Context: an optimization exercise on an open-source flow, tuned for small area, a short achievable clock period and few clock cycles per item. The choices shown serve that exercise and are no tape-out recipe. Only simulation tests tie the RTL to the original design; equivalence was not proved. Power is estimated from default activity; no workload was simulated.

==> flow/design.v, too long to show whole: its modules and the start of the top module <==
// module mac_tree: 7141 lines
// module fin_mul: 1028 lines
// module net_proc: 516 lines
module net_proc (
    input logic clk,
    input logic start,
    output logic done,
    output logic [3:0] max_idx_10,
    input logic ext_mem_rst,
    input logic ext_mem_we,
    input logic [7:0] ext_mem_wdata,
    output logic [12:0] inst_addr,
    input logic [237:0] inst_data,
    output logic res_valid,
    output logic [7:0] res_data
);
  // ...
==> flow/flow/run.sh <==
#!/bin/bash
set -euo pipefail
MARGIN=${MARGIN:-6.3}
CTS="-sink_clustering_enable -repair_clock_nets -sink_clustering_size 18 -sink_clustering_max_diameter 50 -sink_clustering_buffer sky130_fd_sc_hd__clkbuf_8 -dont_use_dummy_load"
DONT=$(awk '/^export DONT_USE_CELLS \+=/ {on=1; sub(/^export DONT_USE_CELLS \+=/, "")}
           on {c = ($0 ~ /\\$/); sub(/\\$/, ""); printf "%s ", $0; if (!c) on=0}' \
       "$FLOW_HOME/platforms/$FLOW_PLATFORM/config.mk" | tr -s ' ')
DONT="$DONT sky130_fd_sc_hd__clkinvlp_2 sky130_fd_sc_hd__clkinvlp_4"
W=$(pwd)
R=$W/orfs/results/$FLOW_PLATFORM/net_proc/base
bash standard.sh "$R/1_2_yosys.v" > "$W/synth.log" 2>&1
cp "$R/1_2_yosys.v" "$W/1_2_yosys.std.v"
python3 flow/fapol.py "$W/1_2_yosys.std.v" "$W/1_2_yosys.pol.v" > "$W/fapol.log" 2>&1
cp "$W/1_2_yosys.pol.v" "$R/1_2_yosys.v"
echo "DONT_USE_CELLS=$DONT" > "$W/dont_use.log"
bash standard.sh "SETUP_SLACK_MARGIN=$MARGIN" "CTS_ARGS=$CTS" "DONT_USE_CELLS=$DONT" finish > "$W/finish.log" 2>&1
==> flow/flow/fapol.py <==
#!/usr/bin/env python3
"""Re-choose the polarity of full-adder cells in a flat sky130 netlist to remove
inverters.  A full adder is self-dual: FA(~a,~b,~c) = (~sum, ~cout).  Inverters
next to full adders (the ones Yosys' extract_fa leaves) are removed, every full
adder is given a polarity (flipped or not) chosen greedily to need as few
inverters as possible, and the inverters that are still needed are re-inserted,
one per driver net and polarity.

usage: fapol.py IN.v OUT.v
"""
import re
import sys
from collections import defaultdict

src = open(sys.argv[1]).read()

# ---- parse the (single) module
m = re.search(r'^module\s+(\S+)\s*\((.*?)\);', src, re.S | re.M)
body_start = m.end()
body_end = src.rindex('endmodule')
head = src[:body_start]
body = src[body_start:body_end]
tail = src[body_end:]

cell_re = re.compile(r'^\s*(sky130_fd_sc_hd__\w+)\s+(\S+)\s*\((.*?)\);\s*$', re.S | re.M)
pin_re = re.compile(r'\.(\w+)\(\s*(.*?)\s*\)(?=\s*,|\s*$)', re.S)

OUTPINS = {'X', 'Y', 'Q', 'Q_N', 'SUM', 'COUT', 'HI', 'LO'}

cells = []      # dict(type, name, pins{pin: net}, span)
for cm in cell_re.finditer(body):
    typ, name, pinstr = cm.group(1), cm.group(2), cm.group(3)
    pins = {}
    for pm in pin_re.finditer(pinstr):
        pins[pm.group(1)] = pm.group(2).strip()
    cells.append({'type': typ, 'name': name, 'pins': pins, 'span': cm.span()})

# nets used outside cell instances (assign statements, ports): keep their polarity
rest = body
for c in reversed(cells):
    a, b = c['span']
    rest = rest[:a] + rest[b:]
frozen_text = "\n".join(l for l in rest.split("\n") if l.strip().startswith("assign")) + head
for l in rest.split("\n"):
    mm = re.match(r'\s*(input|output|inout)\b(.*);', l)
    if mm:
        frozen_text += "\n" + mm.group(2)


def is_fa(c):
    return re.match(r'sky130_fd_sc_hd__fa_\d', c['type']) is not None


def is_inv(c):
    return re.match(r'sky130_fd_sc_hd__inv_\d', c['type']) is not None


driver = {}
loads = defaultdict(list)   # net -> [(cell index, pin)]
for i, c in enumerate(cells):
    for p, n in c['pins'].items():
        if p in OUTPINS:
            driver[n] = (i, p)
        else:
            loads[n].append((i, p))


def net_in_text(n, text):
    return re.search(r'(?<![\w\\$.])' + re.escape(n) + r'(?![\w\[])', text) is not None


fa_ids = [i for i, c in enumerate(cells) if is_fa(c)]
fa_set = set(fa_ids)
# removable inverters: input driven by a full adder, or output feeding a full adder
rem_inv = set()
for i, c in enumerate(cells):
    if not is_inv(c):
        continue
    a, y = c['pins']['A'], c['pins']['Y']
    d = driver.get(a)
    if (d and d[0] in fa_set) or any(l[0] in fa_set for l in loads[y]):
        rem_inv.add(i)
# inverters whose output is used outside cells (ports, assigns) stay
for i in list(rem_inv):
    if net_in_text(cells[i]['pins']['Y'], frozen_text):
        rem_inv.discard(i)


def resolve(net):
    """Logical source of a net: (root net, inverted) through removable inverters."""
    inv = 0
    seen = 0
    while True:
        d = driver.get(net)
        if d and d[0] in rem_inv:
            net = cells[d[0]]['pins']['A']
            inv ^= 1
            seen += 1
            if seen > 20:
                raise SystemExit("inverter loop")
        else:
            return net, inv


# full adders whose outputs are used outside cells cannot flip
fixed = set()
for i in fa_ids:
    for p in ('SUM', 'COUT'):
        if net_in_text(cells[i]['pins'][p], frozen_text):
            fixed.add(i)

# consumers: every input pin of every non-removable cell
cons = []   # (cell, pin, root, inv)
for i, c in enumerate(cells):
    if i in rem_inv:
        continue
    for p, n in c['pins'].items():
        if p in OUTPINS:
            continue
        root, inv = resolve(n)
        cons.append((i, p, root, inv))

# per root net, who consumes it and how
by_root = defaultdict(list)
for k, (i, p, root, inv) in enumerate(cons):
    by_root[root].append(k)

phi = defaultdict(int)


def root_pol(root):
    d = driver.get(root)
    if d and d[0] in fa_set:
        return phi[d[0]]
    return 0


def need(k):
    """Physical polarity this consumer needs relative to the physical root net (1 = inverted)."""
    i, p, root, inv = cons[k]
    want = inv ^ (phi[i] if i in fa_set else 0)
    return want ^ root_pol(root)


def root_cost(root):
    ks = by_root[root]
    return 1 if any(need(k) for k in ks) else 0


# roots touched by flipping a given FA: its output roots and the roots of its inputs
fa_roots = {}
for i in fa_ids:
    rs = set()
    for p in ('SUM', 'COUT'):
        rs.add(cells[i]['pins'][p])
    for p in ('A', 'B', 'CIN'):
        rs.add(resolve(cells[i]['pins'][p])[0])
    fa_roots[i] = rs

before = sum(root_cost(r) for r in by_root)
improved = True
it = 0
while improved and it < 50:
    improved = False
    it += 1
    for i in fa_ids:
        if i in fixed:
            continue
        rs = fa_roots[i]
        c0 = sum(root_cost(r) for r in rs)
        phi[i] ^= 1
        c1 = sum(root_cost(r) for r in rs)
        if c1 < c0:
            improved = True
        else:
            phi[i] ^= 1
after = sum(root_cost(r) for r in by_root)
sys.stderr.write(f"fapol: {len(fa_ids)} full adders, {len(rem_inv)} removable inverters, "
                 f"inverted roots {before} -> {after}, flipped {sum(phi[i] for i in fa_ids)}\n")

# ---- rewrite
newpins = {i: dict(cells[i]['pins']) for i in range(len(cells))}
inv_of = {}
new_cells = []
cnt = [0]


def esc(n):
    return n + " " if n.startswith("\\") else n


def inverted(root):
    if root not in inv_of:
        cnt[0] += 1
        n = f"fapol_n{cnt[0]}"
        inv_of[root] = n
        new_cells.append(f"  sky130_fd_sc_hd__inv_1 fapol_i{cnt[0]} (\n    .A({esc(root)}),\n    .Y({n})\n  );\n")
    return inv_of[root]


for k, (i, p, root, inv) in enumerate(cons):
    newpins[i][p] = inverted(root) if need(k) else root

decls = "".join(f"  wire {n};\n" for n in sorted(inv_of.values(), key=lambda s: int(s[7:])))

out = []
pos = 0
for i, c in enumerate(cells):
    a, b = c['span']
    out.append(body[pos:a])
    pos = b
    if i in rem_inv:
        continue
    pins = newpins[i]
    ptxt = ",\n".join(f"    .{p}({esc(n)})" for p, n in pins.items())
    out.append(f"  {c['type']} {c['name']} (\n{ptxt}\n  );")
out.append(body[pos:])
newbody = decls + "".join(out) + "".join(new_cells)
open(sys.argv[2], "w").write(head + newbody + tail)
==> flow/standard.sh <==
#!/bin/bash
# synth_recipe.tcl (not shown) runs the flow's synth.tcl, then flattens the netlist and writes it again
# the make line also repeats each setting of config.mk as NAME=value (left out here)
make -C /OpenROAD-flow-scripts/flow DESIGN_CONFIG=/design/flow/config.mk WORK_HOME=/design/flow/orfs CLKGATE_MAP_FILE= SYNTH_SCRIPT=/design/flow/synth_recipe.tcl "${@:-finish}"
==> flow/config.mk <==
export PLATFORM = sky130hd
export DESIGN_NAME = net_proc
export DESIGN_NICKNAME = net_proc
export VERILOG_FILES = /design/flow/design.v
export SDC_FILE = /design/flow/constraint.sdc
export NUM_CORES = 8
export LEC_CHECK = 0
export CAP_MARGIN = 20
export CORE_MARGIN = 2
export CORE_UTILIZATION = 40
export SLEW_MARGIN = 20
export SYNTH_MEMORY_MAX_BITS = 16384
==> flow/constraint.sdc <==
create_clock -name core_clock -period 10.0 [get_ports {clk}]
set_input_delay 2.0000 -clock core_clock [delete_from_list [all_inputs] [get_ports {clk}]]
set_output_delay 2.0000 -clock core_clock [all_outputs]
set_load 0.01 [all_outputs]
==> impl_metrics.env, run 1 <==
export IMPL_status="finished clean"
export IMPL_crit_required_ns=10.96
export IMPL_leakagePower_nw=125
export IMPL_overflow=0
export IMPL_clock_area_frac=0.0302
export IMPL_setup_tns_final_ns=0
export IMPL_regToRegStartpoint="f4_l2"
export IMPL_p_int_mw=56.7
export IMPL_rows=322
export IMPL_rrSetupSlack_ns=6.25
export IMPL_design_area_sq_um=339000
export IMPL_comb_power_mw=21.8
export IMPL_drc=0
export IMPL_cts_buffers=688
export IMPL_combPwrFrac=0.266
export IMPL_multi_input_area_sq_um=103000
export IMPL_cts_tree="built"
export IMPL_first_iter_violations=16400
export IMPL_htree_levels=6
export IMPL_critPathMaxStageDelay_ns=0.71
export IMPL_fmax_ghz=0.263
export IMPL_taps=10200
export IMPL_p_seq_mw=42.3
export IMPL_syn_inst=23800
export IMPL_timing_critical_path_from="inst_data[167]"
Testbench counts, summed over its fixed seeds: cycles 47,556, inferences 12.
==> module net_proc, before the edit <==
module net_proc (
    input logic clk,
    input logic start,
    output logic done,
    output logic [3:0] max_idx_10,
    input logic ext_mem_rst,
    input logic ext_mem_we,
    input logic [7:0] ext_mem_wdata,
    output logic [12:0] inst_addr,
    input logic [237:0] inst_data,
    output logic res_valid,
    output logic [7:0] res_data
);
    logic       we_q;
    logic [7:0] px_q;
    always_ff @(posedge clk) begin
        we_q <= ext_mem_we;
        px_q <= ext_mem_wdata;
    end
    logic [4:0] wp_j, wp_j_n;     
    logic [4:0] wp_ch, wp_ch_n;   
    logic       res1_wr;          
    logic [8:0] res1_hd;          
    logic       load_done;
    always_comb begin
        wp_j_n = wp_j;
        wp_ch_n = wp_ch;
        if (ext_mem_rst) begin
            wp_j_n = 0;
            wp_ch_n = 0;
        end else if (we_q) begin
            if (wp_j == 26) begin
                wp_j_n = 0;
                wp_ch_n = wp_ch + 1;
            end else begin
                wp_j_n = wp_j + 1;
            end
        end
    end
    always_ff @(posedge clk) begin
        wp_j <= wp_j_n;
        wp_ch <= wp_ch_n;
        if (ext_mem_rst) load_done <= 1'b0;
        else if (we_q && wp_ch == 29) load_done <= 1'b1;
    end
    logic [26:0] wp_oh, rs_oh;
    logic [2:0] rs_ch;
    always_ff @(posedge clk) begin
        for (int j = 0; j < 27; j++) wp_oh[j] <= (wp_j_n == j);
        if (ext_mem_rst) begin
            rs_oh <= 27'd1;
            rs_ch <= 3'd0;
        end else if (res1_wr) begin
            rs_oh <= {rs_oh[25:0], rs_oh[26]};
            if (rs_oh[26]) rs_ch <= rs_ch + 3'd1;
        end
    end
    logic [7:0] p783, p9;
    always_ff @(posedge clk) begin
        if (we_q && wp_ch == 29) p783 <= px_q;
        if (we_q && wp_ch == 0 && wp_j == 9) p9 <= px_q;
    end
    logic [4:0][26:0][8:0] hid;
    logic       hw_v;
    logic [2:0] hw_k;
    logic [8:0] hw_d;
    logic [26:0] hw_oh;
    assign hw_v = we_q || res1_wr;
    assign hw_k = we_q ? {1'b0, wp_ch[1:0]} : rs_ch;
    assign hw_oh = we_q ? wp_oh : rs_oh;
    assign hw_d = we_q ? {1'b0, px_q} : res1_hd;
    generate
        for (genvar k = 0; k < 5; k++) begin : g_hk
            for (genvar j = 0; j < 27; j++) begin : g_hj
                if (k < 4 || j < 20) begin : g_cell
                    always_ff @(posedge clk)
                        if (hw_v && hw_k == k && hw_oh[j]) hid[k][j] <= hw_d;
                end else begin : g_none
                    assign hid[k][j] = '0;
                end
            end
        end
    endgenerate
    logic [4:0] ph, ph_n1;      
    logic       inj_active, inj_last;
    logic [26:0] inj_q;         
    logic [28:0][26:0][7:0] ring;
    logic [5:0] dch_n;
    assign dch_n = {1'b0, wp_ch} - {1'b0, ph_n1};
    always_ff @(posedge clk) begin
        if (ext_mem_rst) begin
            ph <= 5'd0;
            ph_n1 <= 5'd1;
            inj_active <= 1'b1;
        end else begin
            ph <= ph_n1;
            ph_n1 <= (ph_n1 == 28) ? 5'd0 : ph_n1 + 5'd1;
            if (inj_last) inj_active <= 1'b0;
        end
        inj_last <= inj_active && ph_n1 == 28 && wp_ch == 29 && !ext_mem_rst;
        for (int j = 0; j < 27; j++)
            inj_q[j] <= inj_active && !ext_mem_rst &&
                        ((dch_n == 1) || (dch_n == 2) || (dch_n == 3) ||
                         (dch_n == 0 && j < wp_j) || (dch_n == 4 && j > wp_j));
    end
    logic [26:0][7:0] hidB;      
    always_comb begin
        for (int j = 0; j < 27; j++) begin
            case (ph[1:0])
                2'd0: hidB[j] = hid[0][j][7:0];
                2'd1: hidB[j] = hid[1][j][7:0];
                2'd2: hidB[j] = hid[2][j][7:0];
                default: hidB[j] = hid[3][j][7:0];
            endcase
        end
    end
    always_ff @(posedge clk) begin
        for (int s = 0; s < 28; s++) ring[s] <= ring[s+1];
        for (int j = 0; j < 27; j++)
            ring[28][j] <= inj_q[j] ? hidB[j] : ring[0][j];
    end
    logic m_g, m_l1, m_l1b, m_l2, m_l2b;
    logic [4:0]  gc;        
    logic [4:0]  pc;        
    logic        g_run;
    logic [4:0]  gph;       
    logic [4:0]  f_pos;     
    logic [6:0]  f_n;       
    logic [12:0] f_base;    
    logic [12:0] f_base30;  
    logic        start_seen;
    logic        h127_done, h127_dd;
    logic g_data_ok, g_start, g_end, stall2;
    always_comb begin
        if (gc <= 28) g_data_ok = wp_ch > gc;
        else if (gc == 29) g_data_ok = load_done;
        else g_data_ok = start_seen;
    end
    assign g_end = g_run && gph == 26;
    assign g_start = m_g && gc <= 30 && g_data_ok && (g_run ? g_end : (gc == 0 || gph == 26));
    assign stall2 = m_l2 && f_n == 0 && f_pos == 4 && !h127_dd;    
    logic to_l1, l1_end_n, l2_end_n, l2_adv;
    assign to_l1 = m_g && g_end && pc == 30;
    assign l1_end_n = f_pos == 29;           
    assign l2_end_n = f_pos == 4;
    assign l2_adv = m_l2 && !stall2;
    logic n_m_g, n_m_l1, n_m_l1b, n_m_l2, n_m_l2b;
    logic [4:0]  n_pos;
    logic [6:0]  n_n;
    logic [12:0] n_base;
    always_comb begin
        n_m_g = m_g && !to_l1;
        n_m_l1 = (m_l1 && !(l1_end_n && f_n == 127)) || to_l1;
        n_m_l1b = m_l1 && l1_end_n && f_n == 127;
        n_m_l2 = m_l1b || (m_l2 && !(l2_adv && l2_end_n && f_n == 9));
        n_m_l2b = l2_adv && l2_end_n && f_n == 9;
        n_pos = f_pos; n_n = f_n; n_base = f_base;
        if (to_l1) begin
            n_pos = 0; n_n = 7'd27; n_base = 13'd810;
        end
        if (m_l1) begin
            if (l1_end_n) begin
                n_pos = 0; n_n = f_n + 1; n_base = f_base30;
            end else n_pos = f_pos + 1;
        end
        if (m_l1b) begin
            n_pos = 0; n_n = 0; n_base = 13'd3841;
        end
        if (l2_adv) begin
            if (l2_end_n) begin
                n_pos = 0; n_n = f_n + 1; n_base = f_base + 13'd5;
            end else n_pos = f_pos + 1;
        end
        if (ext_mem_rst) begin
            n_m_g = 1'b1; n_m_l1 = 1'b0; n_m_l1b = 1'b0; n_m_l2 = 1'b0; n_m_l2b = 1'b0;
            n_pos = 0; n_n = 0; n_base = 0;
        end
    end
    logic [12:0] n_addr;
    logic g_mid;
    assign g_mid = g_run && !g_end;
    always_comb begin
        n_addr = 13'd0;
        if (m_g) begin
            if (to_l1) n_addr = 13'd810 + {8'd0, ph_n1};
            else if (g_mid) n_addr = inst_addr + 13'd30;
            else n_addr = {8'd0, gc};
        end else if (m_l1) begin
            if (f_pos == 28) n_addr = f_base + 13'd29;
            else if (l1_end_n) n_addr = (f_n == 127) ? 13'd3840 : f_base30 + {8'd0, ph_n1};
            else n_addr = f_base + {8'd0, ph_n1};
        end else if (m_l1b) n_addr = 13'd3841;
        else if (m_l2) begin
            if (stall2) n_addr = inst_addr;
            else if (l2_end_n) n_addr = (f_n == 9) ? 13'd3891 : f_base + 13'd5;
            else n_addr = inst_addr + 13'd1;
        end
        if (ext_mem_rst) n_addr = 13'd0;
    end
    always_ff @(posedge clk) begin
        m_g <= n_m_g; m_l1 <= n_m_l1; m_l1b <= n_m_l1b; m_l2 <= n_m_l2; m_l2b <= n_m_l2b;
        f_pos <= n_pos;
        f_n <= n_n;
        f_base <= n_base;
        f_base30 <= n_base + 13'd30;
        inst_addr <= n_addr;
        if (ext_mem_rst) begin
            gc <= 0;
            g_run <= 1'b0;
        end else if (g_start) begin
            gc <= gc + 1;
            pc <= gc;
            g_run <= 1'b1;
        end else if (g_end) g_run <= 1'b0;
        if (g_start && gc == 0) gph <= 0;
        else gph <= (gph == 26) ? 5'd0 : gph + 5'd1;
        if (ext_mem_rst) start_seen <= 1'b0;
        else if (start) start_seen <= 1'b1;
    end
    logic [26:0][7:0] w_in;
    logic [14:0] d_in;
    assign w_in = inst_data[235:20];
    assign d_in = inst_data[14:0];
    logic n_g_run, n_gmid;
    logic [4:0] n_pc, n_gc, n_gph;
    assign n_g_run = ext_mem_rst ? 1'b0 : (g_start ? 1'b1 : (g_end ? 1'b0 : g_run));
    assign n_pc = g_start ? gc : pc;
    assign n_gc = ext_mem_rst ? 5'd0 : (g_start ? gc + 5'd1 : gc);
    assign n_gph = (g_start && gc == 0) ? 5'd0 : ((gph == 26) ? 5'd0 : gph + 5'd1);
    assign n_gmid = n_g_run && n_gph != 26;
    logic n_stall2;    
    assign n_stall2 = n_m_l2 && n_n == 0 && n_pos == 4 && !h127_done;
    logic sel_hid, sel_p783;
    logic [4:0] sel_oh;
    always_ff @(posedge clk) begin
        sel_hid <= (n_m_g && !(n_g_run && n_gph == 26 && n_pc == 30)) || n_m_l1b || n_m_l2;
        sel_p783 <= n_m_l1 && n_pos == 28;
        for (int k = 0; k < 5; k++) begin
            if (n_m_g) sel_oh[k] <= (k < 4) && ((n_gmid ? n_pc[1:0] : n_gc[1:0]) == k);
            else if (n_m_l2 && n_pos != 4) sel_oh[k] <= (n_pos[2:0] + 3'd1 == k);
            else if (n_m_l2 && n_stall2) sel_oh[k] <= (k == 4);
            else sel_oh[k] <= (k == 0);
        end
    end
    logic [26:0][8:0] lx;       
    always_ff @(posedge clk) begin
        for (int j = 0; j < 27; j++) begin
            if (j == 0 && sel_p783) lx[j] <= {1'b0, p783};
            else if (sel_hid)
                lx[j] <= ({9{sel_oh[0]}} & hid[0][j]) | ({9{sel_oh[1]}} & hid[1][j]) |
                         ({9{sel_oh[2]}} & hid[2][j]) | ({9{sel_oh[3]}} & hid[3][j]) |
                         ({9{sel_oh[4]}} & hid[4][j]);
            else lx[j] <= {1'b0, ring[1][j]};
        end
    end
    logic s1_v, s1_restart, s1_last, s1_grp, s1_l2, s1_gbias;
    always_comb begin
        s1_v = 1'b0; s1_restart = 1'b0; s1_last = 1'b0; s1_grp = 1'b0;
        s1_l2 = 1'b0; s1_gbias = 1'b0;
        if (m_g && g_run) begin
            s1_grp = 1'b1;
            if (pc == 30) s1_gbias = 1'b1;
            else begin
                s1_v = 1'b1;
                s1_restart = (pc == 0);
            end
        end
        if (m_l1) begin
            s1_v = 1'b1;
            s1_restart = (f_pos == 0);
            s1_last = l1_end_n;
        end
        if (l2_adv) begin
            s1_v = 1'b1;
            s1_l2 = 1'b1;
            s1_restart = (f_pos == 0);
            s1_last = l2_end_n;
        end
    end
    logic signed [7:0] oo1, oo2, amin;
    logic [14:0] mul1, mul2;
    logic [5:0]  sh1, sh2;
    always_ff @(posedge clk) begin
        if (m_g && g_run && gph == 0) begin    
            if (pc == 0) oo1 <= d_in[7:0];
            if (pc == 1) mul1 <= d_in;
            if (pc == 2) sh1 <= d_in[5:0];
            if (pc == 3) amin <= d_in[7:0];
        end
        if (l2_adv && f_n == 0) begin
            if (f_pos == 0) oo2 <= d_in[7:0];
            if (f_pos == 1) mul2 <= d_in;
            if (f_pos == 2) sh2 <= d_in[5:0];
        end
    end
    logic [7:0] bias_q;
    logic bias_v, bias_l1last, bias_l2;
    logic sum_v, fin_norm;
    assign fin_norm = sum_v && bias_v;
    always_ff @(posedge clk) begin
        if (ext_mem_rst) bias_v <= 1'b0;
        else if ((m_l1 && f_pos != 29 && ph == 0 && f_n >= 28) || m_l1b ||
                 (l2_adv && f_pos == 0 && f_n != 0) || m_l2b) begin
            bias_q <= d_in[7:0];
            bias_v <= 1'b1;
            bias_l1last <= m_l1b;
            bias_l2 <= m_l2 || m_l2b;
        end else if (fin_norm) bias_v <= 1'b0;
    end
    logic [23:0] accin_s, accin_c, t_s, t_c;
    mac_tree i_tree (
        .clk(clk), .x(lx), .w(w_in), .acc_s(accin_s), .acc_c(accin_c), .sum_s(t_s), .sum_c(t_c)
    );
    logic [3:2] p_v, p_restart, p_last, p_grp, p_l2, p_gbias;    
    logic s1q_v, s1q_restart, s1q_last, s1q_grp, s1q_l2, s1q_gbias;
    logic [7:0] gb1, gb2;
    always_ff @(posedge clk) begin
        s1q_v <= s1_v && !ext_mem_rst;
        s1q_restart <= s1_restart;
        s1q_last <= s1_last;
        s1q_grp <= s1_grp;
        s1q_l2 <= s1_l2;
        s1q_gbias <= s1_gbias && !ext_mem_rst;
        gb1 <= d_in[7:0];
        p_v[2] <= s1q_v && !ext_mem_rst;
        p_restart[2] <= s1q_restart;
        p_last[2] <= s1q_last;
        p_grp[2] <= s1q_grp;
        p_l2[2] <= s1q_l2;
        p_gbias[2] <= s1q_gbias && !ext_mem_rst;
        gb2 <= gb1;
        for (int i = 3; i <= 3; i++) begin
            p_v[i] <= p_v[i-1] && !ext_mem_rst;
            p_restart[i] <= p_restart[i-1];
            p_last[i] <= p_last[i-1];
            p_grp[i] <= p_grp[i-1];
            p_l2[i] <= p_l2[i-1];
            p_gbias[i] <= p_gbias[i-1] && !ext_mem_rst;
        end
    end
    logic [23:0] acc_s, acc_c;
    logic [25:0][23:0] aring;
    logic [23:0] aring_x;       
    assign accin_s = p_restart[2] ? 24'd0 : (p_grp[2] ? aring[0] : acc_s);
    assign accin_c = (p_restart[2] || p_grp[2]) ? 24'd0 : acc_c;
    logic [23:0] accsum;
    assign accsum = acc_s + acc_c;
    logic [23:0] sum_q;
    logic sum_l2;
    always_ff @(posedge clk) begin
        if (p_v[2]) begin
            acc_s <= t_s;
            acc_c <= t_c;
        end
        for (int i = 0; i < 25; i++) aring[i] <= aring[i+1];
        aring_x <= aring[0];
        aring[25] <= (p_v[3] && p_grp[3]) ? accsum : aring_x;
        if (ext_mem_rst) sum_v <= 1'b0;
        else if (p_v[3] && p_last[3]) begin
            sum_q <= accsum;
            sum_v <= 1'b1;
            sum_l2 <= p_l2[3];
        end else if (fin_norm) sum_v <= 1'b0;
    end
    logic fin_v, fin_l2, fin_last;
    logic signed [24:0] fin_pre;
    logic [7:0] fin_bo, fin_bt, fin_bn;
    logic nx_l2;
    logic [15:0] nx_m;
    assign nx_l2 = p_gbias[2] ? 1'b0 : sum_l2;
    assign nx_m = {1'b0, nx_l2 ? mul2 : mul1};
    always_ff @(posedge clk) begin
        fin_v <= (p_gbias[2] || fin_norm) && !ext_mem_rst;
        fin_l2 <= nx_l2;
        fin_last <= p_gbias[2] ? 1'b0 : bias_l1last;
        fin_pre <= p_gbias[2] ? ($signed(aring[0]) + $signed(gb2)) : ($signed(sum_q) + $signed(bias_q));
        for (int g = 0; g < 8; g++) begin
            fin_bo[g] <= nx_m[2*g] ^ ((g > 0) ? nx_m[2*g-1] : 1'b0);
            fin_bt[g] <= (nx_m[2*g] == ((g > 0) ? nx_m[2*g-1] : 1'b0)) && (nx_m[2*g+1] != nx_m[2*g]);
            fin_bn[g] <= nx_m[2*g+1];
        end
    end
    logic [39:0] pm_s, pm_c;
    fin_mul i_fmul (.a(fin_pre), .bo(fin_bo), .bt(fin_bt), .bn(fin_bn), .sum_s(pm_s), .sum_c(pm_c));
    logic f1_v, f1_l2, f1_last;
    logic [39:0] f1_s, f1_c;
    always_ff @(posedge clk) begin
        f1_v <= fin_v && !ext_mem_rst;
        f1_l2 <= fin_l2;
        f1_last <= fin_last;
        f1_s <= pm_s;
        f1_c <= pm_c;
    end
    logic fq_v, fq_l2, fq_last;
    logic [39:0] fq_q;
    always_ff @(posedge clk) begin
        fq_v <= f1_v && !ext_mem_rst;
        fq_l2 <= f1_l2;
        fq_last <= f1_last;
        fq_q <= f1_s + f1_c;
    end
    logic [5:0] f1_sh;
    logic signed [7:0] f1_oo, f1_ooe;
    assign f1_sh = fq_l2 ? sh2 : sh1;
    assign f1_oo = fq_l2 ? oo2 : oo1;
    assign f1_ooe = (f1_sh == 6'd38) ? {f1_oo[6], f1_oo[6:0]} : f1_oo;
    logic [39:0] f1_q;
    assign f1_q = fq_q;
    logic signed [39:0] f1_qc;
    assign f1_qc = $signed(f1_q) >>> {f1_sh[5:3], 3'b000};
    logic f1_ovf;
    always_comb begin
        f1_ovf = 1'b0;
        for (int j = 10; j < 39; j++)
            if (j >= 32'(f1_sh) + 10 && f1_q[j] != f1_q[39]) f1_ovf = 1'b1;
    end
    logic f2_v, f2_l2, f2_last, f2_ovf, f2_neg;
    logic [17:0] f2_qc;
    logic [2:0] f2_shl;
    logic signed [7:0] f2_ooe;
    logic signed [10:0] f2_thi, f2_tlo;
    always_ff @(posedge clk) begin
        f2_v <= fq_v && !ext_mem_rst;
        f2_l2 <= fq_l2;
        f2_last <= fq_last;
        f2_qc <= f1_qc[17:0];
        f2_ovf <= f1_ovf;
        f2_neg <= f1_q[39];
        f2_shl <= f1_sh[2:0];
        f2_ooe <= f1_ooe;
        f2_thi <= 11'sd2 * (11'sd127 - 11'(f1_ooe)) + 11'sd1;
        f2_tlo <= 11'sd2 * (11'(amin) - 11'(f1_ooe)) - 11'sd2;
    end
    logic signed [10:0] f2_s11;
    assign f2_s11 = 11'(f2_qc >> f2_shl);
    logic signed [10:0] f2_r;
    logic [7:0] f2_val;
    assign f2_r = (f2_s11 + 11'sd1) >>> 1;
    assign f2_val = f2_r[7:0] + f2_ooe;
    logic signed [7:0] f2_act;
    always_comb begin
        if (f2_ovf) f2_act = f2_neg ? amin : 8'sd127;
        else if (f2_s11 >= f2_thi) f2_act = 8'sd127;
        else if (f2_s11 <= f2_tlo) f2_act = amin;
        else f2_act = f2_val;
    end
    logic f4_v, f4_l2, f4_last;
    logic signed [7:0] f4_act;
    always_ff @(posedge clk) begin
        f4_v <= f2_v && !ext_mem_rst;
        f4_l2 <= f2_l2;
        f4_last <= f2_last;
        f4_act <= f2_act;
    end
    assign res1_wr = f4_v && !f4_l2;
    assign res1_hd = 9'($signed(f4_act)) - 9'($signed(oo1));
    always_ff @(posedge clk) begin
        if (ext_mem_rst) h127_done <= 1'b0;
        else if (res1_wr && f4_last) h127_done <= 1'b1;
        h127_dd <= h127_done && !ext_mem_rst;
    end
    logic [3:0] r2_idx;
    logic r9_out;
    always_ff @(posedge clk) begin
        res_valid <= f2_v && !ext_mem_rst;
        res_data <= f2_act;
        if (start || ext_mem_rst) r2_idx <= 0;
        else if (f4_v && f4_l2) r2_idx <= r2_idx + 1;
        r9_out <= f4_v && f4_l2 && r2_idx == 9 && !ext_mem_rst;
        if (start) done <= 1'b0;
        else if (r9_out) done <= 1'b1;
    end
    logic signed [7:0] v9;
    assign v9 = {~p9[7], p9[6:0]};
    logic signed [7:0] t_pv, t_lv, t_rv, t_wv;
    logic [3:0] t_pi, t_li, t_ri, t_wi;
    logic t_wv_ok;      
    logic [3:0] t_wj;   
    logic t_fin;
    always_ff @(posedge clk) begin
        t_wv_ok <= 1'b0;
        t_fin <= 1'b0;
        if (f4_v && f4_l2) begin
            case (r2_idx)
                0, 2, 4, 6: begin t_pv <= f4_act; t_pi <= r2_idx; end
                1, 3, 5, 7: begin
                    t_wv_ok <= 1'b1;
                    t_wj <= r2_idx;
                    if (t_pv >= f4_act) begin t_wv <= t_pv; t_wi <= t_pi; end
                    else begin t_wv <= f4_act; t_wi <= r2_idx; end
                end
                8: begin
                    t_wv_ok <= 1'b1;
                    t_wj <= r2_idx;
                    if (f4_act >= v9) begin t_wv <= f4_act; t_wi <= 4'd8; end
                    else begin t_wv <= v9; t_wi <= 4'd9; end
                end
                default: ;
            endcase
        end
        if (t_wv_ok) begin
            case (t_wj)
                1: begin t_lv <= t_wv; t_li <= t_wi; end
                3, 7: if (!(t_lv >= t_wv)) begin t_lv <= t_wv; t_li <= t_wi; end
                5: begin t_rv <= t_wv; t_ri <= t_wi; end
                8: begin
                    if (!(t_rv >= t_wv)) begin t_rv <= t_wv; t_ri <= t_wi; end
                    t_fin <= 1'b1;
                end
                default: ;
            endcase
        end
        if (start) max_idx_10 <= 4'd0;
        else if (t_fin) max_idx_10 <= (t_lv >= t_rv) ? t_li : t_ri;
    end
endmodule
==> run 2: changes to the inputs <==
--- a/flow/design.v
+++ b/flow/design.v
@@ -8303,23 +8303,30 @@
     logic       inj_active, inj_last;
     logic [26:0] inj_q;         
     logic [28:0][26:0][7:0] ring;
-    logic [5:0] dch_n;
-    assign dch_n = {1'b0, wp_ch} - {1'b0, ph_n1};
+    logic [5:0] dq;             
+    logic [26:0] lt_wp;         
+    logic [26:0] gt_wp;         
     always_ff @(posedge clk) begin
         if (ext_mem_rst) begin
             ph <= 5'd0;
             ph_n1 <= 5'd1;
             inj_active <= 1'b1;
+            dq <= 6'd0 - 6'd1;
         end else begin
             ph <= ph_n1;
             ph_n1 <= (ph_n1 == 28) ? 5'd0 : ph_n1 + 5'd1;
             if (inj_last) inj_active <= 1'b0;
+            dq <= dq + ((we_q && wp_j == 26) ? 6'd1 : 6'd0) - ((ph_n1 == 28) ? 6'd0 - 6'd28 : 6'd1);
+        end
+        for (int j = 0; j < 27; j++) begin
+            lt_wp[j] <= j < wp_j_n;
+            gt_wp[j] <= j > wp_j_n;
         end
         inj_last <= inj_active && ph_n1 == 28 && wp_ch == 29 && !ext_mem_rst;
         for (int j = 0; j < 27; j++)
             inj_q[j] <= inj_active && !ext_mem_rst &&
-                        ((dch_n == 1) || (dch_n == 2) || (dch_n == 3) ||
-                         (dch_n == 0 && j < wp_j) || (dch_n == 4 && j > wp_j));
+                        ((dq == 1) || (dq == 2) || (dq == 3) ||
+                         (dq == 0 && lt_wp[j]) || (dq == 4 && gt_wp[j]));
     end
     logic [26:0][7:0] hidB;      
     always_comb begin
==> run 2 against run 1 <==
Compared with the run above: still clean; via count increased by 0.23%; clock power barely moved; sequential power is essentially flat; first-iteration DRC count decreased by 0.15%; wire length decreased by 0.26%; count of clock-buffer cells in the layout grew 20; utilization is 0.11 points lower; sequential share of layout area increased by 0.15 points; non-clock buffer count stayed put; synthesized area up 0.44%; critical path type unchanged.
==> impl_metrics.env, run 2 <==
export IMPL_cts_buffers=708
export IMPL_leakagePower_nw=126
export IMPL_die_width_um=883
export IMPL_routed_via_density=5.15
export IMPL_endpoint_kind="register"
export IMPL_first_iter_violations=16400
export IMPL_grt_first_pass_wirelength_um=1150000
export IMPL_nNetsFinal=25400
export IMPL_first_pass_iters=10
export IMPL_layout_commonest_cell="dfxtp_1"
export IMPL_largest_reg_flops=6264
export IMPL_critPathArrivalTime_ns=4.76
export IMPL_rsz0062_at_grt="yes"
export IMPL_port_buffers=269
export IMPL_reg2reg_depth=6
export IMPL_fin_crit_sh=0.377
export IMPL_core_area_sq_um=772000
export IMPL_die_h_um=883
export IMPL_insertion_delay_ns=1.16
export IMPL_setup_tns_final_ns=0
export IMPL_ctsHoldBuffers=0
export IMPL_fmax_ghz=0.266
export IMPL_maxCapViolCount=0
export IMPL_rows=323
export IMPL_layout_common_cells="dfxtp_1, nand2_1, edfxtp_1"
export IMPL_synth_fp_nets=25700
export IMPL_num_vias=175000
export IMPL_status="finished clean"
export IMPL_final_cells=34000
export IMPL_overflow=0
export IMPL_min_path_type="register to register"
export IMPL_routed_wl_um=803000
export IMPL_dp_cells=33000
export IMPL_cts_tree="built"
export IMPL_die_area_sq_um=780000
export IMPL_netlist_area_sq_um=309000
export IMPL_gr_max_usage_layer="met2"
export IMPL_grt_use_met3=0.0351
export IMPL_ant_nets=0
export IMPL_ir_worst_vdd_v=0.000634
export IMPL_cts_sinks=9483
export IMPL_yosys_warnings=9
export IMPL_min_to="ring[3806]"
export IMPL_ctsLongestPathBuffers=4
export IMPL_drc=0
export IMPL_hpwl_um=567000
export IMPL_start_util=0.401
export IMPL_holdWs_ns=0.186
export IMPL_drive_above_1_share=0.148
export IMPL_syn_avg_cell_area_sq_um=12.9
export IMPL_hold_viol=0
export IMPL_clk_pin_slew_worst_paths_ns=0.10
export IMPL_design_area_sq_um=340000
export IMPL_whs_path_depth=0
export IMPL_use_met1=0.267
export IMPL_dpl_cell_area_sq_um=324000
export IMPL_htree_levels=6
export IMPL_fin_worst_skew_ns=0.146
export IMPL_rrSetupSlack_ns=6.36
export IMPL_grt_max_degree=128
export IMPL_avgRoutedWirePerCell_um=23.6
export IMPL_reg_top3="ring (6264), hid (1152), aring (624)"
export IMPL_slew_viol_final=0
export IMPL_crit_type="primary input to register"
export IMPL_cp_start_kind="primary input"
export IMPL_syn_inst=23900
export IMPL_ios=277
export IMPL_use_met2=0.308
export IMPL_powerDensity_nw_per_um2=245
export IMPL_max_flop_register="ring"
export IMPL_area_growth_pct=10.0
export IMPL_min_period_ns=3.77
export IMPL_slew_headroom=0.146
export IMPL_report_final_setup_viol=0
export IMPL_root_buffer="clkbuf_16"
export IMPL_track_usage=0.197
export IMPL_total_power_mw=83.5
export IMPL_hp_start="ring[4022]"
export IMPL_regToRegStartpoint="we_q"
export IMPL_grt_pass1_vias=166000
export IMPL_worst_r2r_endpoint="hid[165]"
export IMPL_antenna_found_initial=168
export IMPL_gp_congestion=0.968
export IMPL_crit_required_ns=10.99
export IMPL_tightestPinTransition_ns=1.26
export IMPL_path_max_fanout=6
-- run 2: area by class of cell --
class                      count  area, sq um
inverter                     804         3050
clock buffer                 708        10500
multi-input combinational  12000       103000
fill                       69100       432000
timing repair buffer         578         6850
sequential                  9483       204000
tap                        10200        12800
antenna                      156          390
-- run 2: per-stage QoR --
stage	utilization	setup WS, ns
6_report	0.441	6.23
5_1_grt	0.440	6.26
4_1_cts	0.438	6.07
3_5_place_dp	0.420	3.91
3_3_place_gp	0.420	3.94
2_1_floorplan	-	5.53
-- run 2: how the worst max path moves through the flow --
stage | start | endpoint | slack (ns) | cells after the start
finish | inst_data[205] | i_tree.r2992 | 6.23 | 11
global route | inst_data[205] | i_tree.r2992 | 6.26 | 11
CTS | f4_l2 | hid[863] | 6.07 | 6
detailed placement | inst_data[197] | i_tree.r2893 | 3.91 | 8
global placement | inst_data[186] | i_tree.r3081 | 3.94 | 8
floorplan | inst_data[189] | i_tree.r2833 | 5.53 | 10
-- run 2: layer usage --
layer / up-vias / routed length (um) / part of all wire
li1: 81200 / - / -
met1: 86800 / 343000 / 0.43
met2: 5831 / 361000 / 0.45
met3: 1446 / 53500 / 0.067
met4: 46 / 45600 / 0.057
met5: - / 303 / 0.00038
-- run 2: critical path, stage by stage --
cell	delay, ns
buf_12	0.10
buf_12	0.14
xor2_4	0.16
and2_4	0.17
buf_6	0.12
a22oi_2	0.15
o21ai_2	0.08
fa_1	0.62
inv_2	0.06
fa_2	0.67
fa_2	0.46
-- run 2: what timing repair did --
action | 4_1_cts | 5_1_grt
setup buffers | 57 | 36
setup endpoints to repair | 1474 | 742
pin swaps | 70 | 130
cloned | 35 | 12
resized for setup | 1387 | 511
-- run 2: where the power goes --
group / internal [mW] / switching [mW]
Sequential: 40.5 / 2.01
Clock: 6.96 / 11.0
Combinational: 9.88 / 13.1
Total: 57.4 / 26.1
Testbench counts of run 2, summed over its fixed seeds: cycles 47,556, inferences 12.

## separate check: timing with driven ports
How much do the figures lean on ideal ports? The routed layouts below were timed once more, with nothing changed but the port constraints.
Step 1 (the two cells are an assumption about what drives the block):
set clk [get_ports {clk}]
set_driving_cell -lib_cell sky130_fd_sc_hd__clkbuf_16 $clk
set_driving_cell -lib_cell sky130_fd_sc_hd__buf_2 [delete_from_list [all_inputs] $clk]
Step 2, shift: input delay + t, output delay - t, t = (earliest + latest rising clock arrival at the registers) / 2. This alone moves slack from input paths to output paths.
a / b / c = no drivers / after step 1 / after step 2; a / b = the first two.
run	t (ns)	slack for setup (ns)	worst register clock-pin slew, ns
run 1	1.203	6.198 / 6.066 / 4.863	0.11 / 0.11
run 2	1.221	6.234 / 6.018 / 4.797	0.11 / 0.11
After both steps every run listed still meets setup and hold. The setup slack of run 2, which loses most, moves by -0.216 ns with the drivers and by -1.437 ns with both steps.
